What follows belongs to an exercise in optimizing a design on an open flow for small area and a short achievable clock period; a production flow would make more cautious choices. No run shown here included a check of the RTL's function; only the layout flow was run. Power figures rest on the tool's default switching activity, not on a simulated workload.

### config.mk
export PLATFORM = sky130hd
export DESIGN_NAME = SyncFP32Adder2
export DESIGN_NICKNAME = SyncFP32Adder2
export VERILOG_FILES = /design/flow/design.v
export SDC_FILE = /design/flow/constraint.sdc
export NUM_CORES = 8
export LEC_CHECK = 0
export ABC_AREA = 1
export CAP_MARGIN = 20
export CORE_MARGIN = 2
export CORE_UTILIZATION = 55
export CTS_BUF_LIST = sky130_fd_sc_hd__clkbuf_8
export PLACE_DENSITY = 0.8
export SLEW_MARGIN = 20
### constraint.sdc
create_clock -name core_clock -period 9.5 [get_ports {clk}]
set_input_delay 1.9000 -clock core_clock [delete_from_list [all_inputs] [get_ports {clk}]]
set_output_delay 1.9000 -clock core_clock [all_outputs]
set_load 0.01 [all_outputs]
### design.v
module FP32Adder2_align(
    input  wire [31:0] a,
    input  wire [31:0] b,
    output wire        l_sign,
    output wire [7:0]  l_exp1,    
    output wire [23:0] l_manx,    
    output wire        sub,
    output wire [23:0] t_man,     
    output wire [1:0]  t_sh       
);
    assign sub = a[31] ^ b[31];
    wire [7:0] ea = a[30:23];
    wire [7:0] eb = b[30:23];
    wire [7:0] y;
    wire       c;
    sub8 ed(.x(ea), .y(eb), .d(y), .gt(c));
    wire [7:0] s  = y ^ {8{~c}};
    wire       far = |s[7:5];                   
    wire       ha = |ea;
    wire       hb = |eb;
    wire [23:0] ta = {ha, a[22:0]};
    wire [23:0] tb = {hb, b[22:0]};
    wire [23:0] t  = c ? {1'b0, tb[23:1]} : ta;
    wire [23:0] t1 = t >> {s[3:2], 2'b00};
    assign t_man  = far ? 24'd0 : s[4] ? {16'd0, t1[23:16]} : t1;
    assign t_sh   = s[1:0];
    wire [7:0] el = c ? ea : eb;
    assign l_exp1 = el + 8'd1;
    assign l_manx = (c ? ta : tb) ^ {24{sub}};
    assign l_sign = c ? a[31] : b[31];
endmodule
module sub8(
    input  wire [7:0] x,
    input  wire [7:0] y,
    output wire [7:0] d,
    output wire       gt
);
    wire [7:0] p = x ^ ~y;
    wire [7:0] g = x & ~y;
    wire [7:0] gl [0:3];
    wire [7:0] pl [0:3];
    assign gl[0] = g;
    assign pl[0] = p;
    genvar l, i;
    generate
        for (l = 0; l < 3; l = l + 1) begin : lv
            for (i = 0; i < 8; i = i + 1) begin : bt
                if ((i >> l) & 1) begin : m
                    localparam integer J = ((i >> l) << l) - 1;
                    assign gl[l+1][i] = gl[l][i] | (pl[l][i] & gl[l][J]);
                    assign pl[l+1][i] = pl[l][i] & pl[l][J];
                end else begin : t
                    assign gl[l+1][i] = gl[l][i];
                    assign pl[l+1][i] = pl[l][i];
                end
            end
        end
    endgenerate
    assign d  = p ^ {gl[3][6:0], 1'b0};
    assign gt = gl[3][7];
endmodule
module FP32Adder2(
    input  wire        l_sign,
    input  wire [23:0] l_manx,
    input  wire        sub,
    input  wire [23:0] t_man,
    input  wire [1:0]  t_sh,
    output wire [24:0] v,         
    output wire [4:0]  sh,        
    output wire        q,         
    output wire        sign
);
    wire [23:0] B  = t_man >> t_sh;
    wire [23:0] p0 = l_manx ^ B;
    wire [23:0] g0 = l_manx & B;
    wire [23:0] G, P;
    prefix24 pt(.g(g0), .p(p0), .G(G), .P(P));
    wire        co = G[23];              
    wire [23:0] m;
    assign m[0] = sub;
    assign m[23:1] = sub ? (co ? G[22:0] | P[22:0] : ~G[22:0]) : G[22:0];
    wire [23:0] r   = p0 ^ m;
    wire        ovf = co & ~sub;         
    wire [31:0] x = {1'b0, r, 7'h7f};
    wire [4:0]  lz;
    lzc32 lzc(.x(x), .n(lz), .z());
    wire [24:0] v0 = {ovf, r};
    assign v    = sh[4] ? {v0[8:0], 16'd0} : v0;
    assign sh   = sub ? lz : {4'd0, ~ovf};
    assign q    = sub & ~|r[23:11];
    assign sign = l_sign ^ (sub & co);
endmodule
module FP32Adder2_norm(
    input  wire [24:0] v,
    input  wire [4:0]  sh,
    input  wire        q,
    input  wire [7:0]  l_exp1,
    output wire [22:0] mant,
    output wire [7:0]  exp,
    output wire        ovf
);
    wire [24:0] n = v << sh[3:0];
    assign mant = q ? {1'b0, n[23:2]} : n[23:1];
    wire zero = sh[4] & sh[3] & sh[0];   
    wire [5:0] el = {1'b0, l_exp1[4:0]} - {1'b0, sh};
    wire [2:0] hm = l_exp1[7:5] - 3'd1;
    wire [7:0] e  = {el[5] ? hm : l_exp1[7:5], el[4:0]};
    assign exp = zero ? 8'd0 : e;
    wire [7:0] d  = l_exp1 ^ {3'd0, sh};
    wire [7:0] m;
    assign m[0] = 1'b1;
    genvar i;
    generate for (i = 1; i < 8; i = i + 1) begin : tm
        assign m[i] = &l_exp1[i-1:0];
    end endgenerate
    wire top = ~|(d ^ m);
    assign ovf = ~|l_exp1 | (~zero & top);
endmodule
module prefix24(
    input  wire [23:0] g,
    input  wire [23:0] p,
    output wire [23:0] G,
    output wire [23:0] P
);
    wire [23:0] gl [0:5];
    wire [23:0] pl [0:5];
    assign gl[0] = g;
    assign pl[0] = p;
    genvar l, i;
    generate
        for (l = 0; l < 5; l = l + 1) begin : lv
            for (i = 0; i < 24; i = i + 1) begin : bt
                if ((i >> l) & 1) begin : m
                    localparam integer J = ((i >> l) << l) - 1;
                    assign gl[l+1][i] = gl[l][i] | (pl[l][i] & gl[l][J]);
                    assign pl[l+1][i] = pl[l][i] & pl[l][J];
                end else begin : t
                    assign gl[l+1][i] = gl[l][i];
                    assign pl[l+1][i] = pl[l][i];
                end
            end
        end
    endgenerate
    assign G = gl[5];
    assign P = pl[5];
endmodule
module lzc32(
    input  wire [31:0] x,
    output wire [4:0]  n,
    output wire        z
);
    wire [15:0] a1;  wire [15:0] c1;
    wire [7:0]  a2;  wire [15:0] c2;
    wire [3:0]  a3;  wire [11:0] c3;
    wire [1:0]  a4;  wire [7:0]  c4;
    genvar i;
    generate
        for (i = 0; i < 16; i = i + 1) begin : l1
            assign a1[i] = x[2*i+1] | x[2*i];
            assign c1[i] = ~x[2*i+1];
        end
        for (i = 0; i < 8; i = i + 1) begin : l2
            assign a2[i] = a1[2*i+1] | a1[2*i];
            assign c2[2*i+1:2*i] = a1[2*i+1] ? {1'b0, c1[2*i+1]} : {1'b1, c1[2*i]};
        end
        for (i = 0; i < 4; i = i + 1) begin : l3
            assign a3[i] = a2[2*i+1] | a2[2*i];
            assign c3[3*i+2:3*i] = a2[2*i+1] ? {1'b0, c2[4*i+3:4*i+2]} : {1'b1, c2[4*i+1:4*i]};
        end
        for (i = 0; i < 2; i = i + 1) begin : l4
            assign a4[i] = a3[2*i+1] | a3[2*i];
            assign c4[4*i+3:4*i] = a3[2*i+1] ? {1'b0, c3[6*i+5:6*i+3]} : {1'b1, c3[6*i+2:6*i]};
        end
    endgenerate
    assign z = ~(a4[1] | a4[0]);
    assign n = a4[1] ? {1'b0, c4[7:4]} : {1'b1, c4[3:0]};
endmodule
module SyncFP32Adder2(
    input wire [31:0] a,
    input wire [31:0] b,
    output wire [31:0] S,
    output wire Overflow,
    input wire clk,
    input wire rst
);
    wire        l_sign_d, sub_d;
    wire [7:0]  l_exp1_d;
    wire [23:0] l_manx_d;
    wire [23:0] t_man_d;
    wire [1:0]  t_sh_d;
    FP32Adder2_align align(
        .a(a), .b(b),
        .l_sign(l_sign_d), .l_exp1(l_exp1_d), .l_manx(l_manx_d),
        .sub(sub_d), .t_man(t_man_d), .t_sh(t_sh_d)
    );
    reg        l_sign_q, sub_q;
    reg [7:0]  l_exp1_q;
    reg [23:0] l_manx_q;
    reg [23:0] t_man_q;
    reg [1:0]  t_sh_q;
    wire [24:0] v_d;
    wire [4:0]  sh_d;
    wire        q_d, sign_d;
    FP32Adder2 add(
        .l_sign(l_sign_q), .l_manx(l_manx_q),
        .sub(sub_q), .t_man(t_man_q), .t_sh(t_sh_q),
        .v(v_d), .sh(sh_d), .q(q_d), .sign(sign_d)
    );
    reg [24:0] v_q;
    reg [4:0]  sh_q;
    reg        q_q, sign_q;
    reg [7:0]  l_exp1_2q;
    reg first;
    always @(posedge clk, posedge rst) begin
        if (rst) first <= 1'b1;
        else     first <= 1'b0;
    end
    always @(posedge clk) begin
        l_sign_q  <= l_sign_d;
        sub_q     <= sub_d;
        l_exp1_q  <= l_exp1_d;
        l_manx_q  <= l_manx_d;
        t_man_q   <= t_man_d;
        t_sh_q    <= t_sh_d;
    end
    always @(posedge clk, posedge rst) begin
        if (rst) begin
            v_q       <= 25'd0;
            sh_q      <= 5'd1;
            q_q       <= 1'b0;
            sign_q    <= 1'b0;
            l_exp1_2q <= 8'd1;
        end else begin
            v_q       <= first ? 25'd0 : v_d;
            sh_q      <= sh_d | {first, first, 2'd0, first};
            q_q       <= q_d;
            sign_q    <= sign_d & ~first;
            l_exp1_2q <= l_exp1_q | {7'd0, first};
        end
    end
    wire [22:0] mant;
    wire [7:0]  exp;
    wire        ovf;
    FP32Adder2_norm norm(
        .v(v_q), .sh(sh_q), .q(q_q), .l_exp1(l_exp1_2q),
        .mant(mant), .exp(exp), .ovf(ovf)
    );
    assign S = {sign_q, exp, mant};
    assign Overflow = ovf;
endmodule
### flow/run.sh
#!/bin/bash
set -euo pipefail
export BUFFER_PORTS_ARGS="-buffer_cell sky130_fd_sc_hd__buf_1"
export SETUP_SLACK_MARGIN=5.2
bash standard.sh > make.log 2>&1
### standard.sh
#!/bin/bash
# synth_recipe.tcl (not shown) runs the flow's synth.tcl, then flattens the netlist and writes it again
# the make line also repeats each setting of config.mk as NAME=value (left out here)
make -C /OpenROAD-flow-scripts/flow DESIGN_CONFIG=/design/flow/config.mk WORK_HOME=/design/flow/orfs CLKGATE_MAP_FILE= SYNTH_SCRIPT=/design/flow/synth_recipe.tcl "${@:-finish}"
==> results of run 1 <==
## sequential cells by signal, indices dropped and copies added, names as in the netlist
register / flops
l_exp1_2q: 8
l_exp1_q: 8
l_manx_q: 24
sub_q: 1
t_sh_q: 2
q_q: 1
first: 1
v_q: 24
l_sign_q: 1
t_man_q: 24
sh_q: 5
sign_q: 1
## cells in the mapped netlist, types with 9 or more instances
master	instances	share of area, %
dfrtp_1	37	11
nand2_1	445	19
o21bai_1	9	0.77
a21oi_1	54	3.1
clkbuf_1	40	1.7
o21ai_0	139	7.9
xnor2_1	9	0.90
mux2i_1	42	4.8
nor2_1	103	4.4
nand3_1	77	4.4
inv_1	157	6.7
nand2_2	19	1.4
xor2_1	33	3.3
ha_1	39	5.6
buf_1	10	0.43
dfxtp_1	60	14
inv_2	9	0.39
or2_2	10	0.71
## routing by layer
layer / part of all wire, % / vias up
li1: - / 4705
met1: 42 / 4157
met2: 49 / 316
met3: 5.3 / 72
met4: 3.5 / 0
met5: 0 / -
## power by group
| part | total, uW | switching (uW) | internal (uW) |
|---|---|---|---|
| sequential | 594 | 71.8 | 522 |
| combinational | 1560 | 1010 | 552 |
| clock | 280 | 170 | 110 |
## critical path, stage by stage, from the launching register on
cell     delay [ns]
dfstp_2        0.60
inv_1          0.09
ha_4           0.18
fa_1           0.40
nor2_1         0.22
o21a_1         0.16
nor2_1         0.06
o21ai_0        0.15
a21oi_1        0.06
buf_1          0.13
## layout make-up
| type | instances | share of cell area [%] |
|---|---|---|
| Timing Repair Buffer | 139 | 7.23 |
| Clock buffer | 10 | 1.35 |
| Multi-Input combinational cell | 1073 | 59.2 |
| Inverter | 167 | 6.60 |
| Tap cell | 216 | 2.66 |
| Clock inverter | 6 | 0.664 |
| Sequential cell | 100 | 21.8 |
| Timing Repair inverter | 8 | 0.529 |
## through the flow
stage | total power [uW] | std cells
5_1_grt | 2640 | 1719
2_1_floorplan | 1600 | 1392
4_1_cts | 2240 | 1685
3_3_place_gp | 1900 | 1655
6_report | 2430 | 1719
3_5_place_dp | 1920 | 1655
## worst paths after layout
check                        startpoint      endpoint  slack [ns]  cells after the start
hold / removal              l_exp1_q[3]  l_exp1_2q[3]        0.33                      0
min in group asynchronous           rst  l_exp1_2q[7]        1.59                      3
hold reg to reg             l_exp1_q[3]  l_exp1_2q[3]        0.33                      0
max in group asynchronous           rst       sh_q[1]        7.51                      3
setup reg to reg              t_sh_q[0]       v_q[22]        5.50                     28
setup / recovery           l_exp1_2q[0]         S[27]        5.18                      9
## kinds of logic (layout without fill, tap and decap cells)
group | after synthesis | after routing | synth area share [%]
simple gates | 694 | 700 | 33.6
compound gates | 245 | 245 | 15.6
buf+inv | 225 | 330 | 10.1
flops | 100 | 100 | 25.2
fa+ha+maj | 43 | 43 | 6.48
xor+xnor | 42 | 42 | 4.20
mux | 42 | 42 | 4.80
other cells | 1 | 1 | 0.0428
## repair_timing
| action | 4_1_cts | 5_1_grt |
|---|---|---|
| buffers inserted | 10 | 24 |
| setup endpoints to repair | 78 | 75 |
| hold buffers | 0 | 0 |
| pin swaps | 3 | 25 |
| resized for setup | 36 | 137 |
| cloned | 4 | 10 |
==> key figures, run 1 <==
Run status
  • Outcome: timing/DRC/antenna clean

Power
  • Pleak: 0.00509 uW
  • VDD IR max: 0.0990 mV
  • Power per cell area: 239 nW/um2

Finish
  • Fillcell total: 1,437
  • Commonest non-fill, non-tap cells in the layout: 435 x nand2_1, 147 x inv_1, 101 x nor2_1
  • Final instance area: 10,200 um2
  • Sequential cell area: 2220 um2
  • Area occupied by multi-input gates: 6020 um2
  • Layout cell share with drive strength beyond 1: 13.6%
  • Core Util, Final: 64.8%
  • Final nets: 1,607
  • Synth-to-layout area growth: 16.2%
  • # diodes: 0
  • Commonest non-fill, non-tap cell in the layout: nand2_1

Logic synthesis
  • Net Count, Synth: 1,501
  • Most used DFF post-synth: dfxtp_1
  • Mean post-synth cell area: 6.29 um2
  • Synth cell types: 53
  • Number of flops mapped to enable cells by yosys: 0
  • Syn. warnings: 3
  • Synthesis-stage register bit count: 100
  • Cell Area, Synth: 8760 um2
  • Ys async rst share: 40.0%
  • Post-Synthesis Cells: 1,392
  • Seq/Total Area, Yosys: 25.2%

CTS
  • CTS tree: built
  • CTS sink count: 100
  • Clock transition at the registers of the reported paths: 0.10 ns
  • Clock Latency Late Sink: 0.38 ns
  • TritonCTS buffer count: 9
  • Clk buf depth: 2
  • H-tree Lvls: 3
  • Root buffer cell: clkbuf_8

Hold path
  • Worst Hold Class: reg2reg

Route
  • Routed length per instance: 13.9 um
  • Vias per cell: 5.38
  • # DRC: 0
  • DR pass1 iterations: 5
  • ANT nets after route: 0
  • Routed wire length: 24,000 um
  • Via Count: 9,250
  • Drt initial violations: 694

Timing
  • Final worst slack: 5.18 ns
  • Final hold violation count: 0
  • Max_slew headroom: 52.4%
  • RSZ-0062 raised after global routing: yes
  • Slew Limit Fails: 0
  • Final clock skew: 0.0152 ns
  • Tcrit/Tclk final: 45.5%
  • Max Clk Rate: 231 MHz
  • Setup TNS: 0 ns
  • Setup violations, final: 0
  • Hold_ws: 0.333 ns
  • Worst Tran Pin Value: 0.714 ns
  • Minimum clock period: 4.32 ns

Placement
  • Placed cell areas: 9210 um2
  • HPWL Detailed: 17,700 um
  • Pre-CTS setup slack: 4.13 ns
  • GPL Wtd Cong: 0.962
  • I/O Buffers: 98

Global routing
  • GR Util All Layers: 26.6%
  • GRT met2 Usage: 47.5%
  • Top Usage Layer GRT: met2
  • Met1 GRT Util: 33.1%
  • Vias in the first global route: 7,981
  • Met3 layer usage reported by global route: 3.69%
  • Largest net degree at the start of global routing: 66
  • First-pass GRT wire length: 36,400 um
  • Remaining Overflow, GRT: 0
  • Initial antenna violation count: 0

Run
  • Max-Cap Viols: 0

Critical path
  • Critical path class: reg2out
  • CP startpoint kind: register
  • Crit path max fanout: 5
  • Crit path DAT: 2.42 ns
  • CP required: 7.60 ns
  • Worst Setup End Kind: primary output

Floorplanning
  • Chip Width: 130 um
  • Die ar.: 17,000 um2
  • Die height: 130 um
  • Area of the core: 15,700 um2
  • Initial Util: 55.7%
  • Rows: 46
  • # IOs: 99
==> run 2: changes to the inputs <==
--- a/design.v
+++ b/design.v
@@ -3,5 +3,5 @@
     input  wire [31:0] b,
     output wire        l_sign,
-    output wire [7:0]  l_exp1,    
+    output wire [7:0]  l_exp,     
     output wire [23:0] l_manx,    
     output wire        sub,
@@ -17,4 +17,5 @@
     wire [7:0] s  = y ^ {8{~c}};
     wire       far = |s[7:5];                   
+    wire [2:0] sc  = s[4:2] | {3{far}};
     wire       ha = |ea;
     wire       hb = |eb;
@@ -22,9 +23,7 @@
     wire [23:0] tb = {hb, b[22:0]};
     wire [23:0] t  = c ? {1'b0, tb[23:1]} : ta;
-    wire [23:0] t1 = t >> {s[3:2], 2'b00};
-    assign t_man  = far ? 24'd0 : s[4] ? {16'd0, t1[23:16]} : t1;
+    assign t_man  = t >> {sc, 2'b00};
     assign t_sh   = s[1:0];
-    wire [7:0] el = c ? ea : eb;
-    assign l_exp1 = el + 8'd1;
+    assign l_exp  = c ? ea : eb;
     assign l_manx = (c ? ta : tb) ^ {24{sub}};
     assign l_sign = c ? a[31] : b[31];
@@ -62,4 +61,5 @@
 module FP32Adder2(
     input  wire        l_sign,
+    input  wire [7:0]  l_exp,
     input  wire [23:0] l_manx,
     input  wire        sub,
@@ -69,5 +69,7 @@
     output wire [4:0]  sh,        
     output wire        q,         
-    output wire        sign
+    output wire        sign,
+    output wire [7:0]  e_base,    
+    output wire        e_max      
 );
     wire [23:0] B  = t_man >> t_sh;
@@ -82,12 +84,15 @@
     wire [23:0] r   = p0 ^ m;
     wire        ovf = co & ~sub;         
-    wire [31:0] x = {1'b0, r, 7'h7f};
+    wire [31:0] x = {1'b0, r[23:12], r[11] | r[10], r[9:0], 1'b0, 7'h7f};
     wire [4:0]  lz;
     lzc32 lzc(.x(x), .n(lz), .z());
     wire [24:0] v0 = {ovf, r};
-    assign v    = sh[4] ? {v0[8:0], 16'd0} : v0;
+    wire [24:0] v1 = sh[4] ? {v0[8:0], 16'd0} : v0;
+    assign v    = sh[3] ? {v1[16:0], 8'd0} : v1;
     assign sh   = sub ? lz : {4'd0, ~ovf};
     assign q    = sub & ~|r[23:11];
     assign sign = l_sign ^ (sub & co);
+    assign e_base = q ? l_exp : l_exp + 8'd1;
+    assign e_max  = &l_exp;
 endmodule
 module FP32Adder2_norm(
@@ -95,25 +100,23 @@
     input  wire [4:0]  sh,
     input  wire        q,
-    input  wire [7:0]  l_exp1,
+    input  wire [7:0]  e_base,
+    input  wire        e_max,
     output wire [22:0] mant,
     output wire [7:0]  exp,
     output wire        ovf
 );
-    wire [24:0] n = v << sh[3:0];
-    assign mant = q ? {1'b0, n[23:2]} : n[23:1];
-    wire zero = sh[4] & sh[3] & sh[0];   
-    wire [5:0] el = {1'b0, l_exp1[4:0]} - {1'b0, sh};
-    wire [2:0] hm = l_exp1[7:5] - 3'd1;
-    wire [7:0] e  = {el[5] ? hm : l_exp1[7:5], el[4:0]};
+    wire [24:0] n = v << sh[2:0];
+    assign mant = {n[23] & ~q, n[22:1]};
+    wire zero = sh[4] & sh[3];
+    wire [7:0] e = e_base - {3'd0, sh};
     assign exp = zero ? 8'd0 : e;
-    wire [7:0] d  = l_exp1 ^ {3'd0, sh};
+    wire [7:0] d = e_base ^ {3'd0, sh};
     wire [7:0] m;
     assign m[0] = 1'b1;
     genvar i;
     generate for (i = 1; i < 8; i = i + 1) begin : tm
-        assign m[i] = &l_exp1[i-1:0];
+        assign m[i] = &e_base[i-1:0];
     end endgenerate
-    wire top = ~|(d ^ m);
-    assign ovf = ~|l_exp1 | (~zero & top);
+    assign ovf = e_max | (~zero & ~|(d ^ m));
 endmodule
 module prefix24(
@@ -185,5 +188,5 @@
 );
     wire        l_sign_d, sub_d;
-    wire [7:0]  l_exp1_d;
+    wire [7:0]  l_exp_d;
     wire [23:0] l_manx_d;
     wire [23:0] t_man_d;
@@ -191,9 +194,9 @@
     FP32Adder2_align align(
         .a(a), .b(b),
-        .l_sign(l_sign_d), .l_exp1(l_exp1_d), .l_manx(l_manx_d),
+        .l_sign(l_sign_d), .l_exp(l_exp_d), .l_manx(l_manx_d),
         .sub(sub_d), .t_man(t_man_d), .t_sh(t_sh_d)
     );
     reg        l_sign_q, sub_q;
-    reg [7:0]  l_exp1_q;
+    reg [7:0]  l_exp_q;
     reg [23:0] l_manx_q;
     reg [23:0] t_man_q;
@@ -201,14 +204,15 @@
     wire [24:0] v_d;
     wire [4:0]  sh_d;
-    wire        q_d, sign_d;
+    wire        q_d, sign_d, e_max_d;
+    wire [7:0]  e_base_d;
     FP32Adder2 add(
-        .l_sign(l_sign_q), .l_manx(l_manx_q),
+        .l_sign(l_sign_q), .l_exp(l_exp_q), .l_manx(l_manx_q),
         .sub(sub_q), .t_man(t_man_q), .t_sh(t_sh_q),
-        .v(v_d), .sh(sh_d), .q(q_d), .sign(sign_d)
+        .v(v_d), .sh(sh_d), .q(q_d), .sign(sign_d), .e_base(e_base_d), .e_max(e_max_d)
     );
     reg [24:0] v_q;
     reg [4:0]  sh_q;
-    reg        q_q, sign_q;
-    reg [7:0]  l_exp1_2q;
+    reg        q_q, sign_q, e_max_q;
+    reg [7:0]  e_base_q;
     reg first;
     always @(posedge clk, posedge rst) begin
@@ -219,5 +223,5 @@
         l_sign_q  <= l_sign_d;
         sub_q     <= sub_d;
-        l_exp1_q  <= l_exp1_d;
+        l_exp_q   <= l_exp_d;
         l_manx_q  <= l_manx_d;
         t_man_q   <= t_man_d;
@@ -227,14 +231,16 @@
         if (rst) begin
             v_q       <= 25'd0;
-            sh_q      <= 5'd1;
+            sh_q      <= 5'd0;
             q_q       <= 1'b0;
             sign_q    <= 1'b0;
-            l_exp1_2q <= 8'd1;
+            e_base_q  <= 8'd0;
+            e_max_q   <= 1'b0;
         end else begin
             v_q       <= first ? 25'd0 : v_d;
-            sh_q      <= sh_d | {first, first, 2'd0, first};
+            sh_q      <= sh_d | {first, first, 3'd0};
             q_q       <= q_d;
             sign_q    <= sign_d & ~first;
-            l_exp1_2q <= l_exp1_q | {7'd0, first};
+            e_base_q  <= e_base_d;
+            e_max_q   <= e_max_d & ~first;
         end
     end
@@ -243,5 +249,5 @@
     wire        ovf;
     FP32Adder2_norm norm(
-        .v(v_q), .sh(sh_q), .q(q_q), .l_exp1(l_exp1_2q),
+        .v(v_q), .sh(sh_q), .q(q_q), .e_base(e_base_q), .e_max(e_max_q),
         .mant(mant), .exp(exp), .ovf(ovf)
     );
==> flow/run.sh (replaced) <==
#!/bin/bash
set -euo pipefail
export BUFFER_PORTS_ARGS="-buffer_cell sky130_fd_sc_hd__buf_1"
bash standard.sh > make.log 2>&1
--- a/config.mk
+++ b/config.mk
@@ -12,3 +12,4 @@
 export CTS_BUF_LIST = sky130_fd_sc_hd__clkbuf_8
 export PLACE_DENSITY = 0.8
+export SETUP_SLACK_MARGIN = 5
 export SLEW_MARGIN = 20
==> key figures, run 2 <==
Run status
  • Outcome: timing/DRC/antenna clean

Timing
  • Setup violations, final: 0
  • Max Clk Rate: 224 MHz
  • RSZ-0062 raised after global routing: no
  • Tcrit/Tclk final: 46.9%
  • Worst Tran Pin Value: 0.701 ns
  • Slew Limit Fails: 0
  • Minimum clock period: 4.46 ns
  • Final hold violation count: 0
  • Final clock skew: 0.0156 ns
  • Setup TNS: 0 ns
  • Max_slew headroom: 53.2%

Finish
  • Commonest non-fill, non-tap cell in the layout: nand2_1
  • # diodes: 0
  • Core Util, Final: 63.9%
  • Layout cell share with drive strength beyond 1: 8.68%
  • Commonest non-fill, non-tap cells in the layout: 444 x nand2_1, 157 x o21ai_0, 150 x inv_1
  • Top flop regs: l_manx_q x24, t_man_q x24, v_q x24
  • Synth-to-layout area growth: 12.9%
  • Final nets: 1,577

CTS
  • Hold-fix buffer count after cts: 0
  • H-tree Lvls: 3
  • Clock Latency Late Sink: 0.39 ns
  • TritonCTS buffer count: 9
  • CTS sink count: 101
  • CTS tree: built
  • Clk buf depth: 2
  • Clock transition at the registers of the reported paths: 0.09 ns
  • Root buffer cell: clkbuf_8

Route
  • Routed length per instance: 13.5 um
  • # DRC: 0
  • ANT nets after route: 0
  • Vias per cell: 5.28
  • Via Count: 8,895
  • Drt initial violations: 551
  • DR pass1 iterations: 5
  • Routed wire length: 22,800 um

Power
  • Pleak: 0.00489 uW
  • Overall power: 2030 uW
  • Power per cell area: 209 nW/um2
  • VDD IR max: 0.0954 mV

Placement
  • GPL Wtd Cong: 0.929
  • I/O Buffers: 98
  • HPWL Detailed: 17,300 um

Floorplanning
  • Area of the core: 15,300 um2
  • Chip Width: 129 um
  • # IOs: 99
  • Die height: 129 um
  • Die ar.: 16,700 um2
  • Initial Util: 56.6%
  • Rows: 45

Logic synthesis
  • Ys async rst share: 40.6%
  • Seq/Total Area, Yosys: 25.8%
  • Mean post-synth cell area: 6.25 um2
  • Synth area leaders: nand2_1 19%, dfxtp_1 14%, dfrtp_1 12%, o21ai_0 9.5%, inv_1 6.7%
  • Cell Area, Synth: 8630 um2
  • Synth cell types: 48
  • Top-count cell post-synth: nand2_1
  • Synth cell count leaders: 448 x nand2_1, 163 x o21ai_0, 155 x inv_1, 103 x nor2_1, 85 x nand3_1
  • Post-Synthesis Cells: 1,380
  • Yosys top cell by area: nand2_1
  • Net Count, Synth: 1,488
  • Syn. warnings: 3
  • Most used DFF post-synth: dfxtp_1
  • Synthesis-stage register bit count: 101
  • Synth top area share: 19.5%
  • Number of flops mapped to enable cells by yosys: 0

Run
  • Max-Cap Viols: 0

Critical path
  • Crit path max fanout: 6
  • Worst Setup End Kind: primary output
  • Crit path DAT: 2.56 ns
  • Critical path class: reg2out
  • CP required: 7.60 ns
  • CP startpoint kind: register

Global routing
  • First-pass GRT wire length: 36,500 um
  • Initial antenna violation count: 0
  • Largest net degree at the start of global routing: 95
  • Remaining Overflow, GRT: 0
  • Vias in the first global route: 7,815
  • GR Util All Layers: 27.1%

Hold path
  • Worst Hold Class: reg2reg
[run 2: changes by cell type in the layout (fill, tap and decap cells not counted), moves of 9 or more]
cell and delta:
o21ai_1 -18, nand2_2 -17, buf_4 -11, a21oi_1 -19, mux2i_1 -11, nand2_1 +9
buf_1 +12, buf_2 -13, o21ai_0 +65, o21ai_2 -19
[run 2: per-stage QoR]
step | cells | hold WS [ns] | worst slack [ns] | instance area [um2]
finish | 1685 | 0.485 | 5.04 | 9750
detailed placement | 1638 | 0.468 | 3.94 | 9060
floorplan | 1380 | 0.429 | 5.03 | 8630
global placement | 1638 | 0.454 | 4.09 | 9060
CTS | 1671 | 0.481 | 4.91 | 9440
global route | 1685 | 0.515 | 4.89 | 9750
[run 2: what timing repair did]
action / CTS / global route
setup endpoints to repair: 70 / 65
gates resized for setup: 22 / 42
buffers inserted: 12 / 10
pin swaps: 1 / 5
gates cloned: 5 / 4
[run 2: worst paths after layout]
check                           start          end  slack [ns]  depth (start not counted)
setup reg to reg            t_sh_q[0]      v_q[11]        5.25                         28
hold reg to reg            l_exp_q[1]  e_base_q[1]        0.49                          2
hold / removal             l_exp_q[1]  e_base_q[1]        0.49                          2
min in group asynchronous         rst      sh_q[3]        1.60                          3
setup / recovery              sh_q[1]        S[30]        5.04                         14
max in group asynchronous         rst      sh_q[2]        7.51                          3
[run 2: layout make-up]
type,instances,area (um2)
Clock buffer,9,124
Inverter,163,636
Sequential cell,101,2240
Timing Repair Buffer,128,687
Fill cell,1452,5510
Timing Repair inverter,5,30.0
Tap cell,211,264
Clock inverter,7,67.6
Multi-Input combinational cell,1061,5700
[run 2: logic make-up (layout without fill, tap and decap cells)]
logic type	count (synthesis)	count (layout)	synth area share, %
AO/OA/AOI/OAI	237	237	14.9
XOR/XNOR	45	45	4.57
adder cells (fa/ha/maj)	42	42	6.44
buffers and inverters	220	312	10.0
flip-flops	101	101	25.8
multiplexers	31	31	3.60
other	1	1	0.0434
AND/OR/NAND/NOR	703	705	34.6
[run 2: critical path: stages (launching register included)]
cell	delay, ns
dfrtp_4	0.53
clkinvlp_4	0.11
ha_4	0.20
nand2_1	0.08
nor2_1	0.04
a211oi_1	0.20
inv_1	0.08
nand2_1	0.06
inv_1	0.05
o21ai_1	0.10
inv_1	0.08
nor4_2	0.29
o21ai_1	0.10
a21oi_1	0.11
buf_2	0.14
[run 2: routing by layer]
metal / share of wire, % / GRT usage [%] / up-vias
met3: 4.3 / 2.27 / 47
met4: 2.7 / 10.5 / 0
li1: - / - / 4609
met5: 0 / 0 / -
met1: 43 / 33.1 / 3946
met2: 50 / 49.3 / 293
[run 2: power breakdown]
| part | switching [uW] | internal (uW) |
|---|---|---|
| registers | 60.9 | 509 |
| clock network | 147 | 121 |
| logic | 782 | 414 |
| total | 990 | 1040 |
==> run 3: changes to the inputs <==
==> flow/run.sh (replaced) <==
#!/bin/bash
set -euo pipefail
mkdir -p scripts
cp -r "$FLOW_HOME/scripts/." scripts/
cp flow/abc.script scripts/abc_area.script
export SCRIPTS_DIR="$PWD/scripts"
export BUFFER_PORTS_ARGS="-buffer_cell sky130_fd_sc_hd__buf_1"
bash standard.sh > make.log 2>&1
==> flow/abc.script (new file) <==
strash
dch
amap
topo
stime -c
buffer -c
upsize -c
dnsize -c
==> key figures, run 3 <==
Timing
  • Final clock skew: 0.0170 ns
  • Final hold violation count: 0
  • Hold_ws: 0.481 ns
  • Tcrit/Tclk final: 57.1%
  • Max_slew headroom: 24.5%
  • Max Clk Rate: 184 MHz
  • Setup violations, final: 0
  • Worst Tran Pin Value: 1.13 ns
  • RSZ-0062 raised after global routing: yes
  • Slew Limit Fails: 0
  • Setup TNS: 0 ns
  • Final worst slack: 4.07 ns
  • Minimum clock period: 5.43 ns

Logic synthesis
  • Mean post-synth cell area: 7.39 um2
  • Number of flops mapped to enable cells by yosys: 0
  • Most used DFF post-synth: dfxtp_1
  • Cell Area, Synth: 7300 um2
  • Synth area leaders: dfxtp_1 16%, o22ai_1 14%, dfrtp_1 14%, nor2_1 8.0%, a21oi_1 6.7%
  • Synth top area share: 16.5%
  • Ys async rst share: 40.6%
  • Net Count, Synth: 1,096
  • Post-Synthesis Cells: 988
  • Seq/Total Area, Yosys: 30.5%
  • Synthesis-stage register bit count: 101
  • Synth cell types: 66
  • Syn. warnings: 3
  • Yosys top cell by area: dfxtp_1
  • Synth cell count leaders: 162 x o22ai_1, 156 x nor2_1, 98 x a21oi_1, 77 x inv_1, 60 x dfxtp_1
  • Top-count cell post-synth: o22ai_1

Finish
  • Area occupied by multi-input gates: 5420 um2
  • Fillcell total: 778
  • Top flop regs: l_manx_q x24, t_man_q x24, v_q x24
  • Core Util, Final: 78.8%
  • Layout cell share with drive strength beyond 1: 34.3%
  • # diodes: 0
  • Sequential cell area: 2250 um2
  • Commonest non-fill, non-tap cell in the layout: buf_4
  • Synth-to-layout area growth: 41.4%
  • Commonest non-fill, non-tap cells in the layout: 140 x buf_4, 129 x nor2_1, 122 x o22ai_1
  • Final nets: 1,319
  • Non-filler cells, final: 1,392

Floorplanning
  • Area of the core: 13,100 um2
  • Die ar.: 14,200 um2
  • Chip Width: 119 um
  • Rows: 42
  • Die height: 119 um
  • # IOs: 99
  • Initial Util: 55.8%

Global routing
  • Remaining Overflow, GRT: 0
  • Vias in the first global route: 8,082
  • Met3 layer usage reported by global route: 5.84%
  • Initial antenna violation count: 0
  • Met1 GRT Util: 41.6%
  • Top Usage Layer GRT: met2
  • First-pass GRT wire length: 39,500 um
  • GR Util All Layers: 34.6%
  • Largest net degree at the start of global routing: 49
  • GRT met2 Usage: 57.0%

Critical path
  • CP delay by family, top: buffers and inverters
  • Worst Setup End Kind: register
  • Reg2Reg Depth: 33
  • CP Buf/Inv Count: 16
  • Critical path class: reg2reg
  • CP required: 9.81 ns
  • CP Depth: 33
  • Crit-path most repeated cell: buf_4
  • Crit path DAT: 5.73 ns
  • Worst path max stage delay: 0.37 ns
  • CP max stage cell: nor3_1
  • Crit path max fanout: 10
  • CP startpoint kind: register

CTS
  • Hold-fix buffer count after cts: 0
  • CTS tree: built
  • CTS sink count: 101
  • H-tree Lvls: 3
  • Root buffer cell: clkbuf_8
  • Clock transition at the registers of the reported paths: 0.11 ns
  • Clk buf depth: 2
  • Clock Latency Late Sink: 0.40 ns
  • TritonCTS buffer count: 9

Route
  • Routed length per instance: 21.1 um
  • ANT nets after route: 0
  • # DRC: 0
  • Via Count: 9,338
  • DR pass1 iterations: 8
  • Vias per cell: 6.71
  • Drt initial violations: 1,303
  • Routed wire length: 29,300 um

Hold path
  • Worst Hold Class: reg2reg
  • Hold depth: 2

Placement
  • I/O Buffers: 98
  • GPL Wtd Cong: 0.943
  • Placed insts: 1,205
  • HPWL Detailed: 14,900 um
  • Pre-CTS setup slack: 3.02 ns

Power
  • Clock power share: 9.8%
  • Power Internal: 1350 uW
  • Pleak: 0.00424 uW
  • Net switching power: 1340 uW
  • Power per cell area: 261 nW/um2
  • Seq pwr share: 21.2%
  • Net Sw Frac: 49.7%
  • VDD IR max: 0.113 mV
  • Comb pwr share: 69.0%

Run status
  • Outcome: timing/DRC/antenna clean

Run
  • Max-Cap Viols: 0
==> run 3: cell types whose count changed after synthesis, moves of 64 or more <==
cell and change:
nand2_1 -392, o21ai_0 -123, o22ai_1 +162, a21oi_1 +64, inv_1 -78, nand3_1 -74
==> run 3: cells by family after synthesis <==
kind of cell,share of synthesized area (%)
AOI/OAI and AO/OA,35.8
and+or+nand+nor,16.9
adders and majority gates,7.61
buffers and inverters,8.74
DFF,30.5
other,0.0514
xor gates and xnor gates,0.360
==> run 3: layout make-up <==
| cell class | count | area share [%] |
|---|---|---|
| clock buffers | 9 | 1.20 |
| flip-flops and latches | 101 | 21.8 |
| clock inverters | 7 | 0.534 |
| multi-input cells | 734 | 52.5 |
| repair buffers | 263 | 17.3 |
| well taps | 176 | 2.13 |
| repair inverters | 6 | 0.364 |
| inverters | 96 | 4.21 |
==> run 3: metal layers <==
layer	wire length (um)	up-vias
met3	2780	254
met4	2400	0
li1	-	4075
met2	13400	782
met5	0	-
met1	10700	4227
==> run 3: tightest hold or removal path, delay by kind of cell (launching register included) <==
family | cells | cell delay, ns
buf+inv | 1 | 0.08
simple gates | 1 | 0.06
flops | 1 | 0.31
==> run 3: worst paths after layout <==
path,from,slack (ns),to
max,t_sh_q[0],4.07,v_q[18]
min,l_exp_q[7],0.48,e_max_q
max reg2reg,t_sh_q[0],4.07,v_q[18]
min reg2reg,l_exp_q[7],0.48,e_max_q
max in group asynchronous,rst,7.56,first
min in group asynchronous,rst,1.58,v_q[22]
==> run 3: what timing repair did <==
| item | in CTS | in global routing |
|---|---|---|
| cloned | 9 | 7 |
| pin swaps | 55 | 56 |
| resized for setup | 131 | 141 |
| buffers inserted | 121 | 34 |
| setup endpoints to repair | 97 | 72 |
==> run 3: power groups by stage <==
stage          clock network (uW)  registers, uW  logic (uW)
2_1_floorplan                   0            545         951
3_3_place_gp                    0            585        1180
3_5_place_dp                    0            588        1180
4_1_cts                       256            569        1530
5_1_grt                       279            577        1940
6_report                      265            570        1860
==> run 3: per-stage QoR <==
step,power (uW),area (um2)
4_1_cts,2360,9440
5_1_grt,2800,10300
6_report,2690,10300
3_5_place_dp,1770,7750
2_1_floorplan,1500,7440
3_3_place_gp,1770,7750
==> run 4: changes to the inputs <==
--- a/design.v
+++ b/design.v
@@ -109,5 +109,9 @@
     assign mant = {n[23] & ~q, n[22:1]};
     wire zero = sh[4] & sh[3];
-    wire [7:0] e = e_base - {3'd0, sh};
+    wire [4:0] el;
+    wire       bl;
+    sub5 es(.x(e_base[4:0]), .y(sh), .d(el), .bo(bl));
+    wire [2:0] eh = e_base[7:5] - 3'd1;
+    wire [7:0] e  = {bl ? eh : e_base[7:5], el};
     assign exp = zero ? 8'd0 : e;
     wire [7:0] d = e_base ^ {3'd0, sh};
@@ -119,4 +123,34 @@
     end endgenerate
     assign ovf = e_max | (~zero & ~|(d ^ m));
+endmodule
+module sub5(
+    input  wire [4:0] x,
+    input  wire [4:0] y,
+    output wire [4:0] d,
+    output wire       bo
+);
+    wire [4:0] p = x ^ ~y;
+    wire [4:0] g = x & ~y;
+    wire [4:0] gl [0:3];
+    wire [4:0] pl [0:3];
+    assign gl[0] = g | (p & 5'b00001);
+    assign pl[0] = p;
+    genvar l, i;
+    generate
+        for (l = 0; l < 3; l = l + 1) begin : lv
+            for (i = 0; i < 5; i = i + 1) begin : bt
+                if ((i >> l) & 1) begin : m
+                    localparam integer J = ((i >> l) << l) - 1;
+                    assign gl[l+1][i] = gl[l][i] | (pl[l][i] & gl[l][J]);
+                    assign pl[l+1][i] = pl[l][i] & pl[l][J];
+                end else begin : t
+                    assign gl[l+1][i] = gl[l][i];
+                    assign pl[l+1][i] = pl[l][i];
+                end
+            end
+        end
+    endgenerate
+    assign d  = p ^ {gl[3][3:0], 1'b1};
+    assign bo = ~gl[3][4];
 endmodule
 module prefix24(
==> flow/run.sh (replaced) <==
#!/bin/bash
set -euo pipefail
export BUFFER_PORTS_ARGS="-buffer_cell sky130_fd_sc_hd__buf_1"
bash standard.sh > make.log 2>&1
removed: flow/abc.script
==> key figures, run 4 <==
Timing
  • Slew Limit Fails: 0
  • Worst Tran Pin Value: 1.09 ns
  • Final hold violation count: 0
  • Setup violations, final: 0
  • Tcrit/Tclk final: 45.7%
  • Max_slew headroom: 27.3%
  • Max Clk Rate: 230 MHz
  • Final clock skew: 0.0133 ns
  • Minimum clock period: 4.34 ns
  • RSZ-0062 raised after global routing: no
  • Setup TNS: 0 ns

Hold path
  • Worst Hold Class: reg2reg
  • Worst hold start: l_exp_q[5]

Placement
  • I/O Buffers: 98
  • GPL Wtd Cong: 0.940
  • HPWL Detailed: 16,700 um
  • Placed insts: 1,560

Route
  • Vias per cell: 5.40
  • Via Count: 8,688
  • Routed length per instance: 14.0 um
  • Drt initial violations: 484
  • DR pass1 iterations: 5
  • Routed wire length: 22,500 um
  • ANT nets after route: 0
  • # DRC: 0

Power
  • Seq pwr share: 28.9%
  • Pleak: 0.00478 uW
  • Power Internal: 1020 uW
  • Power per cell area: 204 nW/um2
  • Clock power share: 13.1%
  • VDD IR max: 0.0896 mV
  • Net Sw Frac: 48.8%
  • Comb pwr share: 57.9%
  • Net switching power: 968 uW

Global routing
  • Vias in the first global route: 7,442
  • GR Util All Layers: 26.0%
  • Initial antenna violation count: 0
  • Remaining Overflow, GRT: 0
  • First-pass GRT wire length: 34,800 um
  • Largest net degree at the start of global routing: 76

CTS
  • Clock transition at the registers of the reported paths: 0.10 ns
  • CTS tree: built
  • Clock Latency Late Sink: 0.38 ns
  • TritonCTS buffer count: 9
  • Root buffer cell: clkbuf_8
  • Clk buf depth: 2
  • Hold-fix buffer count after cts: 0
  • H-tree Lvls: 3
  • CTS sink count: 101

Critical path
  • Worst Setup End Kind: primary output
  • FF-to-FF setup slack: 5.16 ns
  • CP startpoint kind: register
  • Critical R2R Launch: t_sh_q[0]
  • Reg2Reg Depth: 29
  • Setup crit end: S[30]
  • CP required: 7.60 ns
  • Crit path DAT: 2.44 ns
  • Critical path class: reg2out
  • R2r endpoint: v_q[19]
  • Crit path max fanout: 23
  • Crit path from: sh_q[2]

Finish
  • Synth-to-layout area growth: 13.7%
  • Commonest non-fill, non-tap cells in the layout: 391 x nand2_1, 143 x o21ai_0, 124 x inv_1
  • Final nets: 1,526
  • Non-filler cells, final: 1,608
  • # diodes: 0
  • Layout cell share with drive strength beyond 1: 10.8%
  • Commonest non-fill, non-tap cell in the layout: nand2_1
  • Top flop regs: l_manx_q x24, t_man_q x24, v_q x24

Logic synthesis
  • Synthesis-stage register bit count: 101
  • Post-Synthesis Cells: 1,323
  • Ys async rst share: 40.6%
  • Syn. warnings: 4
  • Mean post-synth cell area: 6.48 um2
  • Synth cell count leaders: 400 x nand2_1, 146 x o21ai_0, 132 x inv_1, 99 x nor2_1, 78 x nand3_1
  • Cell Area, Synth: 8570 um2
  • Synth top area share: 17.5%
  • Synth area leaders: nand2_1 18%, dfxtp_1 14%, dfrtp_1 12%, o21ai_0 8.5%, inv_1 5.8%
  • Top-count cell post-synth: nand2_1
  • Yosys top cell by area: nand2_1
  • Seq/Total Area, Yosys: 26.0%
  • Most used DFF post-synth: dfxtp_1
  • Number of flops mapped to enable cells by yosys: 0
  • Net Count, Synth: 1,434
  • Synth cell types: 55

Floorplanning
  • Die height: 129 um
  • Initial Util: 56.4%
  • Area of the core: 15,200 um2
  • # IOs: 99
  • Rows: 45
  • Chip Width: 129 um
  • Die ar.: 16,600 um2

Run
  • Max-Cap Viols: 0

Run status
  • Outcome: timing/DRC/antenna clean
run 4: cell types whose count changed in the layout (fill, tap and decap cells not counted), moves of 32 or more:
cell	change
o22ai_2	-34
o21ai_0	+115
xor2_1	+32
nand2_1	+340
buf_4	-118
mux2i_1	+32
o22ai_1	-121
inv_1	+62
nand3_1	+69
run 4: per-stage QoR:
stage | hold WS [ns] | setup WS [ns] | util [%] | area, um2 | total power, uW
3_5_place_dp | 0.459 | 3.98 | 58.9 | 8950 | 1610
2_1_floorplan | 0.437 | 5.06 | - | 8570 | 1360
5_1_grt | 0.504 | 4.93 | 64.1 | 9740 | 2150
6_report | 0.475 | 5.16 | 64.1 | 9740 | 1990
3_3_place_gp | 0.459 | 4.01 | 58.9 | 8950 | 1590
4_1_cts | 0.474 | 4.98 | 61.5 | 9360 | 1910
run 4: layout make-up:
type | instances | area (um2)
multi-input combinational | 1027 | 5760
fill | 1378 | 5460
sequential | 101 | 2240
timing repair buffer | 130 | 724
inverter | 144 | 578
tap | 188 | 235
clock buffer | 9 | 124
clock inverter | 7 | 66.3
timing repair inverter | 2 | 12.5
run 4: worst max-delay path: stages, from the launching register on:
cell and delay, ns:
dfrtp_4 0.57, clkinvlp_4 0.18, ha_1 0.32, nand3_1 0.10, nand2_1 0.07, fa_2 0.36, inv_2 0.08, a21oi_1 0.06
nor3_1 0.17, buf_2 0.16
run 4: per-layer routing:
layer / up-vias / track usage (%) / wire length [um]
li1: 4472 / - / -
met2: 313 / 44.6 / 10800
met4: 0 / 11.4 / 856
met1: 3845 / 33.0 / 9740
met5: - / 0 / 0
met3: 58 / 3.08 / 1140
run 4: kinds of logic after synthesis:
logic type / share of synthesized area (%)
buf+inv: 9.55
fa+ha+maj: 7.10
simple gates: 34.1
xor+xnor: 4.40
compound gates: 15.1
flops: 26.0
mux: 3.74
other cells: 0.0438
run 4: timing repair:
| action | in CTS | in global routing |
|---|---|---|
| pin swaps | 1 | 11 |
| endpoints found under the setup margin | 77 | 63 |
| cloned | 4 | 6 |
| setup buffers | 6 | 16 |
| gates resized for setup | 30 | 44 |
run 4: how the worst min path moves through the flow:
| stage | end | slack [ns] | cells after the start |
|---|---|---|---|
| 2_1_floorplan | e_base_q[1] | 0.44 | 2 |
| 3_5_place_dp | e_base_q[5] | 0.46 | 2 |
| 3_3_place_gp | e_base_q[5] | 0.46 | 2 |
| 6_report | e_base_q[5] | 0.48 | 2 |
| 5_1_grt | e_base_q[5] | 0.50 | 2 |
| 4_1_cts | e_base_q[5] | 0.47 | 2 |
run 4: power groups by stage:
stage                     combinational [uW]  clock [uW]  sequential (uW)
after floorplan                          818           0              542
after global placement                  1020           0              574
after detailed placement                1030           0              576
after CTS                               1070         264              570
after global routing                    1290         282              583
final                                   1150         261              574
==> run 5: changes to the inputs <==
--- a/design.v
+++ b/design.v
@@ -3,5 +3,5 @@
     input  wire [31:0] b,
     output wire        l_sign,
-    output wire [7:0]  l_exp,     
+    output wire [7:0]  l_exp1,    
     output wire [23:0] l_manx,    
     output wire        sub,
@@ -17,5 +17,4 @@
     wire [7:0] s  = y ^ {8{~c}};
     wire       far = |s[7:5];                   
-    wire [2:0] sc  = s[4:2] | {3{far}};
     wire       ha = |ea;
     wire       hb = |eb;
@@ -23,7 +22,9 @@
     wire [23:0] tb = {hb, b[22:0]};
     wire [23:0] t  = c ? {1'b0, tb[23:1]} : ta;
-    assign t_man  = t >> {sc, 2'b00};
+    wire [23:0] t1 = t >> {s[3:2], 2'b00};
+    assign t_man  = far ? 24'd0 : s[4] ? {16'd0, t1[23:16]} : t1;
     assign t_sh   = s[1:0];
-    assign l_exp  = c ? ea : eb;
+    wire [7:0] el = c ? ea : eb;
+    assign l_exp1 = el + 8'd1;
     assign l_manx = (c ? ta : tb) ^ {24{sub}};
     assign l_sign = c ? a[31] : b[31];
@@ -61,5 +62,5 @@
 module FP32Adder2(
     input  wire        l_sign,
-    input  wire [7:0]  l_exp,
+    input  wire [7:0]  l_exp1,
     input  wire [23:0] l_manx,
     input  wire        sub,
@@ -88,11 +89,10 @@
     lzc32 lzc(.x(x), .n(lz), .z());
     wire [24:0] v0 = {ovf, r};
-    wire [24:0] v1 = sh[4] ? {v0[8:0], 16'd0} : v0;
-    assign v    = sh[3] ? {v1[16:0], 8'd0} : v1;
+    assign v    = sh[4] ? {v0[8:0], 16'd0} : v0;
     assign sh   = sub ? lz : {4'd0, ~ovf};
     assign q    = sub & ~|r[23:11];
     assign sign = l_sign ^ (sub & co);
-    assign e_base = q ? l_exp : l_exp + 8'd1;
-    assign e_max  = &l_exp;
+    assign e_base = {sh[4] ? l_exp1[7:4] - 4'd1 : l_exp1[7:4], l_exp1[3:0]};
+    assign e_max  = ~|l_exp1;
 endmodule
 module FP32Adder2_norm(
@@ -106,14 +106,12 @@
     output wire        ovf
 );
-    wire [24:0] n = v << sh[2:0];
+    wire [24:0] n = v << sh[3:0];
     assign mant = {n[23] & ~q, n[22:1]};
     wire zero = sh[4] & sh[3];
-    wire [4:0] el;
-    wire       bl;
-    sub5 es(.x(e_base[4:0]), .y(sh), .d(el), .bo(bl));
-    wire [2:0] eh = e_base[7:5] - 3'd1;
-    wire [7:0] e  = {bl ? eh : e_base[7:5], el};
+    wire [5:0] el = {1'b0, e_base[3:0], 1'b1} + {1'b0, ~sh[3:0], ~q};
+    wire [3:0] hm = e_base[7:4] - 4'd1;
+    wire [7:0] e  = {el[5] ? e_base[7:4] : hm, el[4:1]};
     assign exp = zero ? 8'd0 : e;
-    wire [7:0] d = e_base ^ {3'd0, sh};
+    wire [7:0] d  = e_base ^ {4'd0, sh[3:0]};
     wire [7:0] m;
     assign m[0] = 1'b1;
@@ -122,35 +120,6 @@
         assign m[i] = &e_base[i-1:0];
     end endgenerate
-    assign ovf = e_max | (~zero & ~|(d ^ m));
-endmodule
-module sub5(
-    input  wire [4:0] x,
-    input  wire [4:0] y,
-    output wire [4:0] d,
-    output wire       bo
-);
-    wire [4:0] p = x ^ ~y;
-    wire [4:0] g = x & ~y;
-    wire [4:0] gl [0:3];
-    wire [4:0] pl [0:3];
-    assign gl[0] = g | (p & 5'b00001);
-    assign pl[0] = p;
-    genvar l, i;
-    generate
-        for (l = 0; l < 3; l = l + 1) begin : lv
-            for (i = 0; i < 5; i = i + 1) begin : bt
-                if ((i >> l) & 1) begin : m
-                    localparam integer J = ((i >> l) << l) - 1;
-                    assign gl[l+1][i] = gl[l][i] | (pl[l][i] & gl[l][J]);
-                    assign pl[l+1][i] = pl[l][i] & pl[l][J];
-                end else begin : t
-                    assign gl[l+1][i] = gl[l][i];
-                    assign pl[l+1][i] = pl[l][i];
-                end
-            end
-        end
-    endgenerate
-    assign d  = p ^ {gl[3][3:0], 1'b1};
-    assign bo = ~gl[3][4];
+    wire top = q ? ~|d : ~|(d ^ m);
+    assign ovf = e_max | (~zero & top);
 endmodule
 module prefix24(
@@ -222,5 +191,5 @@
 );
     wire        l_sign_d, sub_d;
-    wire [7:0]  l_exp_d;
+    wire [7:0]  l_exp1_d;
     wire [23:0] l_manx_d;
     wire [23:0] t_man_d;
@@ -228,9 +197,9 @@
     FP32Adder2_align align(
         .a(a), .b(b),
-        .l_sign(l_sign_d), .l_exp(l_exp_d), .l_manx(l_manx_d),
+        .l_sign(l_sign_d), .l_exp1(l_exp1_d), .l_manx(l_manx_d),
         .sub(sub_d), .t_man(t_man_d), .t_sh(t_sh_d)
     );
     reg        l_sign_q, sub_q;
-    reg [7:0]  l_exp_q;
+    reg [7:0]  l_exp1_q;
     reg [23:0] l_manx_q;
     reg [23:0] t_man_q;
@@ -241,5 +210,5 @@
     wire [7:0]  e_base_d;
     FP32Adder2 add(
-        .l_sign(l_sign_q), .l_exp(l_exp_q), .l_manx(l_manx_q),
+        .l_sign(l_sign_q), .l_exp1(l_exp1_q), .l_manx(l_manx_q),
         .sub(sub_q), .t_man(t_man_q), .t_sh(t_sh_q),
         .v(v_d), .sh(sh_d), .q(q_d), .sign(sign_d), .e_base(e_base_d), .e_max(e_max_d)
@@ -247,6 +216,7 @@
     reg [24:0] v_q;
     reg [4:0]  sh_q;
-    reg        q_q, sign_q, e_max_q;
+    reg        q_q, sign_q;
     reg [7:0]  e_base_q;
+    reg        e_max_q;
     reg first;
     always @(posedge clk, posedge rst) begin
@@ -257,5 +227,5 @@
         l_sign_q  <= l_sign_d;
         sub_q     <= sub_d;
-        l_exp_q   <= l_exp_d;
+        l_exp1_q  <= l_exp1_d;
         l_manx_q  <= l_manx_d;
         t_man_q   <= t_man_d;
==> key figures, run 5 <==
Logic synthesis
  • Number of flops mapped to enable cells by yosys: 0
  • Syn. warnings: 3
  • Ys async rst share: 40.6%
  • Most used DFF post-synth: dfxtp_1
  • Synth cell types: 54
  • Top-count cell post-synth: nand2_1
  • Synth top area share: 18.8%
  • Synthesis-stage register bit count: 101
  • Synth area leaders: nand2_1 19%, dfxtp_1 14%, dfrtp_1 12%, o21ai_0 8.5%, inv_1 6.3%
  • Seq/Total Area, Yosys: 25.7%
  • Mean post-synth cell area: 6.35 um2
  • Cell Area, Synth: 8660 um2
  • Yosys top cell by area: nand2_1
  • Net Count, Synth: 1,478
  • Synth cell count leaders: 433 x nand2_1, 148 x o21ai_0, 145 x inv_1, 107 x nor2_1, 66 x nand3_1
  • Post-Synthesis Cells: 1,365

CTS
  • Clock transition at the registers of the reported paths: 0.10 ns
  • Root buffer cell: clkbuf_8
  • TritonCTS buffer count: 9
  • Clk buf depth: 2
  • H-tree Lvls: 3
  • CTS sink count: 101
  • Hold-fix buffer count after cts: 0
  • Clock Latency Late Sink: 0.37 ns
  • CTS tree: built

Timing
  • Max Clk Rate: 229 MHz
  • Worst Tran Pin Value: 0.821 ns
  • Tcrit/Tclk final: 46.1%
  • Final clock skew: 0.00899 ns
  • Slew Limit Fails: 0
  • Max_slew headroom: 45.2%
  • Hold_ws: 0.346 ns
  • Final hold violation count: 0
  • RSZ-0062 raised after global routing: yes
  • Setup violations, final: 0
  • Final worst slack: 5.12 ns
  • Minimum clock period: 4.38 ns
  • Setup TNS: 0 ns

Finish
  • Top flop regs: l_manx_q x24, t_man_q x24, v_q x24
  • # diodes: 0
  • Synth-to-layout area growth: 12.5%
  • Final nets: 1,575
  • Commonest non-fill, non-tap cell in the layout: nand2_1
  • Commonest non-fill, non-tap cells in the layout: 430 x nand2_1, 144 x o21ai_0, 139 x inv_1
  • Fillcell total: 1,453
  • Layout cell share with drive strength beyond 1: 9.34%

Critical path
  • CP startpoint kind: register
  • Worst path max stage delay: 0.43 ns
  • CP required: 7.60 ns
  • Critical R2R Launch: t_sh_q[0]
  • Cell Chain, Critical Path: clkinvlp_4 > ha_4 > a21oi_2 > o21ai_2 > nand2_1 > nand2_1 > a21oi_2 > inv_2 > nor4_4 > o21ai_1 > a21oi_1 > buf_2
  • Crit path DAT: 2.48 ns
  • CP max stage cell: dfrtp_2
  • Worst Setup End Kind: primary output
  • Crit path from: sh_q[1]
  • CP Buf/Inv Count: 3
  • Critical path class: reg2out
  • Crit path max fanout: 4
  • CP delay by family, top: compound AO/OA/AOI/OAI gates

Floorplanning
  • Die height: 130 um
  • # IOs: 99
  • Chip Width: 130 um
  • Die ar.: 16,800 um2
  • Area of the core: 15,300 um2
  • Initial Util: 56.6%
  • Rows: 45

Route
  • Drt initial violations: 576
  • # DRC: 0
  • Routed wire length: 22,100 um
  • Via Count: 9,009
  • ANT nets after route: 0
  • DR pass1 iterations: 5
  • Routed length per instance: 13.2 um
  • Vias per cell: 5.37

Global routing
  • GR Util All Layers: 26.2%
  • Largest net degree at the start of global routing: 73
  • Vias in the first global route: 7,886
  • Remaining Overflow, GRT: 0
  • Initial antenna violation count: 0
  • First-pass GRT wire length: 35,900 um

Power
  • Power per cell area: 228 nW/um2
  • Pleak: 0.00498 uW
  • VDD IR max: 0.0842 mV

Hold path
  • Worst Hold Class: reg2reg
  • Worst hold start: l_exp1_q[1]

Run
  • Max-Cap Viols: 0

Placement
  • Pre-CTS setup slack: 4.02 ns
  • HPWL Detailed: 17,100 um
  • I/O Buffers: 98
  • GPL Wtd Cong: 0.969

Run status
  • Outcome: timing/DRC/antenna clean
-- run 5: cell count changes after synthesis, sizes merged, moves of 4 or more --
cell / change
nand2: +30
inv: +11
o21ai: -13
clkbuf: -4
mux2i: +4
nor2: +6
nor3: -4
nand3: -13
ha: +4
a21oi: +17
-- run 5: power by group --
group / total, uW / internal, uW / switching, uW
sequential: 582 / 516 / 65.2
clock: 277 / 126 / 151
combinational: 1360 / 478 / 886
-- run 5: area by class of cell --
class	count	area, um2	share of cell area (%)
Sequential cell	101	2240	23.0
Tap cell	211	264	2.71
Clock buffer	9	124	1.27
Clock inverter	7	82.6	0.847
Timing Repair Buffer	133	668	6.85
Timing Repair inverter	5	30.0	0.308
Multi-Input combinational cell	1056	5720	58.6
Inverter	156	621	6.37
-- run 5: path summary, 6_finish.rpt --
path                                    end  slack, ns  depth (start not counted)
worst max-delay path                  S[30]       5.12                         12
worst min-delay path            e_base_q[1]       0.35                          0
worst max register to register      v_q[18]       5.40                         26
worst min register to register  e_base_q[1]       0.35                          0
max in group asynchronous           sh_q[0]       7.51                          3
min in group asynchronous       e_base_q[7]       1.59                          3
-- run 5: kinds of logic after synthesis --
logic type,count (synthesis),synth area share (%)
muxes,36,4.16
buffers and inverters,209,9.49
adders and majority gates,47,7.13
xor gates and xnor gates,45,4.55
DFF,101,25.7
other,1,0.0433
and+or+nand+nor,677,33.3
AOI/OAI and AO/OA,249,15.6
-- run 5: stage by stage --
stage,utilization [%],power [uW],instance area [um2],instances
after floorplan,-,1530,8660,1365
after detailed placement,59.6,1810,9120,1628
after global routing,63.7,2440,9750,1678
after global placement,59.6,1790,9120,1628
final,63.7,2220,9750,1678
after CTS,61.4,2110,9410,1650
-- run 5: repair_timing --
| action | CTS | global route |
|---|---|---|
| setup buffers | 3 | 25 |
| endpoints found under the setup margin | 76 | 59 |
| gates resized for setup | 16 | 35 |
| pin swaps | 0 | 6 |
| cloned | 3 | 3 |
-- run 5: routing by layer --
layer	part of all wire, %	wire length, um	global-route usage, %	up-vias
li1	-	-	-	4590
met1	44	9640	34.2	4036
met2	47	10400	44.5	327
met3	6.0	1340	3.22	56
met4	3.2	711	9.99	0
met5	0	0	0	-
==> run 6: changes to the inputs <==
--- a/design.v
+++ b/design.v
@@ -93,5 +93,9 @@
     assign q    = sub & ~|r[23:11];
     assign sign = l_sign ^ (sub & co);
-    assign e_base = {sh[4] ? l_exp1[7:4] - 4'd1 : l_exp1[7:4], l_exp1[3:0]};
+    wire [4:0] eh  = l_exp1[7:3];
+    wire [4:0] eh1 = eh - 5'd1;
+    wire [4:0] eh2 = eh - 5'd2;
+    wire [4:0] eh3 = eh - 5'd3;
+    assign e_base = {sh[4] ? (sh[3] ? eh3 : eh2) : (sh[3] ? eh1 : eh), l_exp1[2:0]};
     assign e_max  = ~|l_exp1;
 endmodule
@@ -109,9 +113,9 @@
     assign mant = {n[23] & ~q, n[22:1]};
     wire zero = sh[4] & sh[3];
-    wire [5:0] el = {1'b0, e_base[3:0], 1'b1} + {1'b0, ~sh[3:0], ~q};
-    wire [3:0] hm = e_base[7:4] - 4'd1;
-    wire [7:0] e  = {el[5] ? e_base[7:4] : hm, el[4:1]};
+    wire [4:0] el = {1'b0, e_base[2:0], 1'b1} + {1'b0, ~sh[2:0], ~q};
+    wire [4:0] hm = e_base[7:3] - 5'd1;
+    wire [7:0] e  = {el[4] ? e_base[7:3] : hm, el[3:1]};
     assign exp = zero ? 8'd0 : e;
-    wire [7:0] d  = e_base ^ {4'd0, sh[3:0]};
+    wire [7:0] d  = e_base ^ {5'd0, sh[2:0]};
     wire [7:0] m;
     assign m[0] = 1'b1;
==> key figures, run 6 <==
Timing
  • Setup TNS: 0 ns
  • Hold_ws: 0.348 ns
  • Setup violations, final: 0
  • Worst Tran Pin Value: 1.19 ns
  • Minimum clock period: 4.36 ns
  • Final hold violation count: 0
  • Max Clk Rate: 230 MHz
  • Final clock skew: 0.0134 ns
  • Max_slew headroom: 20.6%
  • Slew Limit Fails: 0
  • RSZ-0062 raised after global routing: no
  • Tcrit/Tclk final: 45.9%

CTS
  • H-tree Lvls: 3
  • TritonCTS buffer count: 9
  • Clk buf depth: 2
  • Clock Latency Late Sink: 0.38 ns
  • Root buffer cell: clkbuf_8
  • CTS tree: built
  • Clock transition at the registers of the reported paths: 0.10 ns
  • CTS sink count: 101

Route
  • ANT nets after route: 0
  • DR pass1 iterations: 6
  • Drt initial violations: 558
  • Via Count: 9,044
  • Routed length per instance: 13.7 um
  • Routed wire length: 23,000 um
  • Vias per cell: 5.36
  • # DRC: 0

Logic synthesis
  • Post-Synthesis Cells: 1,383
  • Number of flops mapped to enable cells by yosys: 0
  • Net Count, Synth: 1,497
  • Synth area leaders: nand2_1 18%, dfxtp_1 13%, dfrtp_1 11%, o21ai_0 8.1%, inv_1 6.2%
  • Synth top area share: 17.6%
  • Most used DFF post-synth: dfxtp_1
  • Synth cell count leaders: 419 x nand2_1, 148 x inv_1, 144 x o21ai_0, 100 x nor2_1, 76 x nand3_1
  • Mean post-synth cell area: 6.45 um2
  • Seq/Total Area, Yosys: 25.0%
  • Ys async rst share: 40.6%
  • Synth cell types: 58
  • Top-count cell post-synth: nand2_1
  • Cell Area, Synth: 8910 um2
  • Syn. warnings: 3
  • Synthesis-stage register bit count: 101
  • Yosys top cell by area: nand2_1

Critical path
  • Worst Setup End Kind: primary output
  • Crit path max fanout: 9
  • Crit path DAT: 2.46 ns
  • CP required: 7.60 ns
  • CP startpoint kind: register
  • Critical path class: reg2out

Finish
  • Commonest non-fill, non-tap cell in the layout: nand2_1
  • # diodes: 0
  • Core Util, Final: 61.9%
  • Commonest non-fill, non-tap cells in the layout: 416 x nand2_1, 144 x inv_1, 142 x o21ai_0
  • Synth-to-layout area growth: 10.3%
  • Layout cell share with drive strength beyond 1: 8.78%
  • Top flop regs: l_manx_q x24, t_man_q x24, v_q x24
  • Final nets: 1,579

Power
  • Comb pwr share: 61.8%
  • VDD IR max: 0.0982 mV
  • Clock power share: 11.5%
  • Power Internal: 1080 uW
  • Net Sw Frac: 51.5%
  • Net switching power: 1150 uW
  • Seq pwr share: 26.7%
  • Pleak: 0.00489 uW
  • Overall power: 2230 uW
  • Power per cell area: 227 nW/um2

Floorplanning
  • # IOs: 99
  • Die ar.: 17,200 um2
  • Rows: 46
  • Initial Util: 56.1%
  • Chip Width: 131 um
  • Die height: 131 um
  • Area of the core: 15,900 um2

Placement
  • GPL Wtd Cong: 0.965
  • I/O Buffers: 98
  • HPWL Detailed: 17,900 um

Global routing
  • Vias in the first global route: 8,074
  • GR Util All Layers: 26.1%
  • Initial antenna violation count: 0
  • Largest net degree at the start of global routing: 76
  • Remaining Overflow, GRT: 0
  • First-pass GRT wire length: 37,700 um

Run status
  • Outcome: timing/DRC/antenna clean

Hold path
  • Worst Hold Class: reg2reg

Run
  • Max-Cap Viols: 0
==> run 6: power groups by stage <==
stage	sequential, uW	clock [uW]	combinational [uW]
after floorplan	560	0	1030
after global routing	605	279	1550
after global placement	602	0	1270
after detailed placement	605	0	1290
final	595	256	1380
after CTS	600	260	1310
==> run 6: timing repair <==
item                                    4_1_cts  5_1_grt
resized for setup                            16       23
hold buffers                                  0        0
endpoints found under the setup margin       62       54
cloned                                        2        4
pin swaps                                     0        0
buffers inserted                              0       15
==> run 6: per-layer routing <==
layer  vias to the layer above  track usage (%)  part of all wire, %  wire [um]
li1                       4648                -                    -          -
met1                      4028             34.5                   45      10300
met2                       323             43.9                   46      10600
met3                        45             3.51                  6.9       1590
met4                         0             9.00                  2.4        561
met5                         -                0                    0          0
==> run 6: final timing paths <==
kind	from	end	slack, ns	cells past startpoint
min reg2reg	l_exp1_q[0]	e_base_q[0]	0.35	0
max	sh_q[2]	S[30]	5.14	9
min in group asynchronous	rst	v_q[1]	1.60	3
min	l_exp1_q[0]	e_base_q[0]	0.35	0
max reg2reg	t_sh_q[0]	v_q[17]	5.32	27
max in group asynchronous	rst	sh_q[1]	7.52	3
==> run 6: worst max-delay path: stages, from the launching register on <==
cell        delay [ns]
dfrtp_2           0.49
clkinvlp_4        0.18
ha_1              0.38
a21oi_1           0.19
o21a_1            0.24
nand2_1           0.13
o21ai_0           0.16
nand2_1           0.06
nor2_1            0.08
buf_1             0.16
==> run 6: metrics by stage <==
| step | instances | setup WS, ns | area [um2] |
|---|---|---|---|
| after floorplan | 1383 | 5.22 | 8910 |
| after global placement | 1649 | 4.27 | 9360 |
| after detailed placement | 1649 | 4.12 | 9360 |
| after CTS | 1667 | 4.90 | 9600 |
| after global routing | 1686 | 4.97 | 9840 |
| final | 1686 | 5.14 | 9840 |
==> run 6: cells by family after synthesis <==
family	share of synthesized area [%]
buf+inv	9.70
other cells	0.0421
xor+xnor	5.57
simple gates	32.4
compound gates	15.7
mux	4.60
flops	25.0
fa+ha+maj	7.07
==> run 6: layout make-up <==
class	instances	area, um2
repair buffers	119	554
multi-input cells	1065	5920
fillers	1537	6050
clock inverters	7	61.3
well taps	216	270
repair inverters	4	20.0
flip-flops and latches	101	2240
clock buffers	9	124
inverters	165	651

==> separate check: timing with driven ports <==
Ports are ideal in the flow. The routed layouts listed here were re-timed in OpenROAD.
Step 1 assumes that a clkbuf_16 drives the clock port and a buf_2 every other input.
Step 2 moves the port delays by t, midway between the first and last clock arrival at a register: inputs arrive t later, outputs are due t later. That takes back most of the time a late clock gives input paths.
Three values: ideal ports, drivers, drivers and shift; two values: the first two.
run | t, ns | slack for setup (ns) | worst setup path at the end | worst slew at a driven data input, ns
run 1 | 0.414 | 5.179 / 5.142 / 4.874 | input to register | 0.03
run 2 | 0.418 | 5.041 / 5.004 / 4.741 | input to register | 0.04
run 3 | 0.426 | 4.074 / 4.074 / 4.074 | register to register | 0.06
run 4 | 0.413 | 5.156 / 5.119 / 4.793 | input to register | 0.04
run 5 | 0.403 | 5.125 / 5.090 / 4.758 | input to register | 0.04
run 6 | 0.413 | 5.144 / 5.102 / 4.822 | input to register | 0.05
After both steps every run listed still meets setup and hold. For run 5, which loses most, drivers alone change the setup slack by -0.035 ns; drivers and shift together by -0.367 ns.
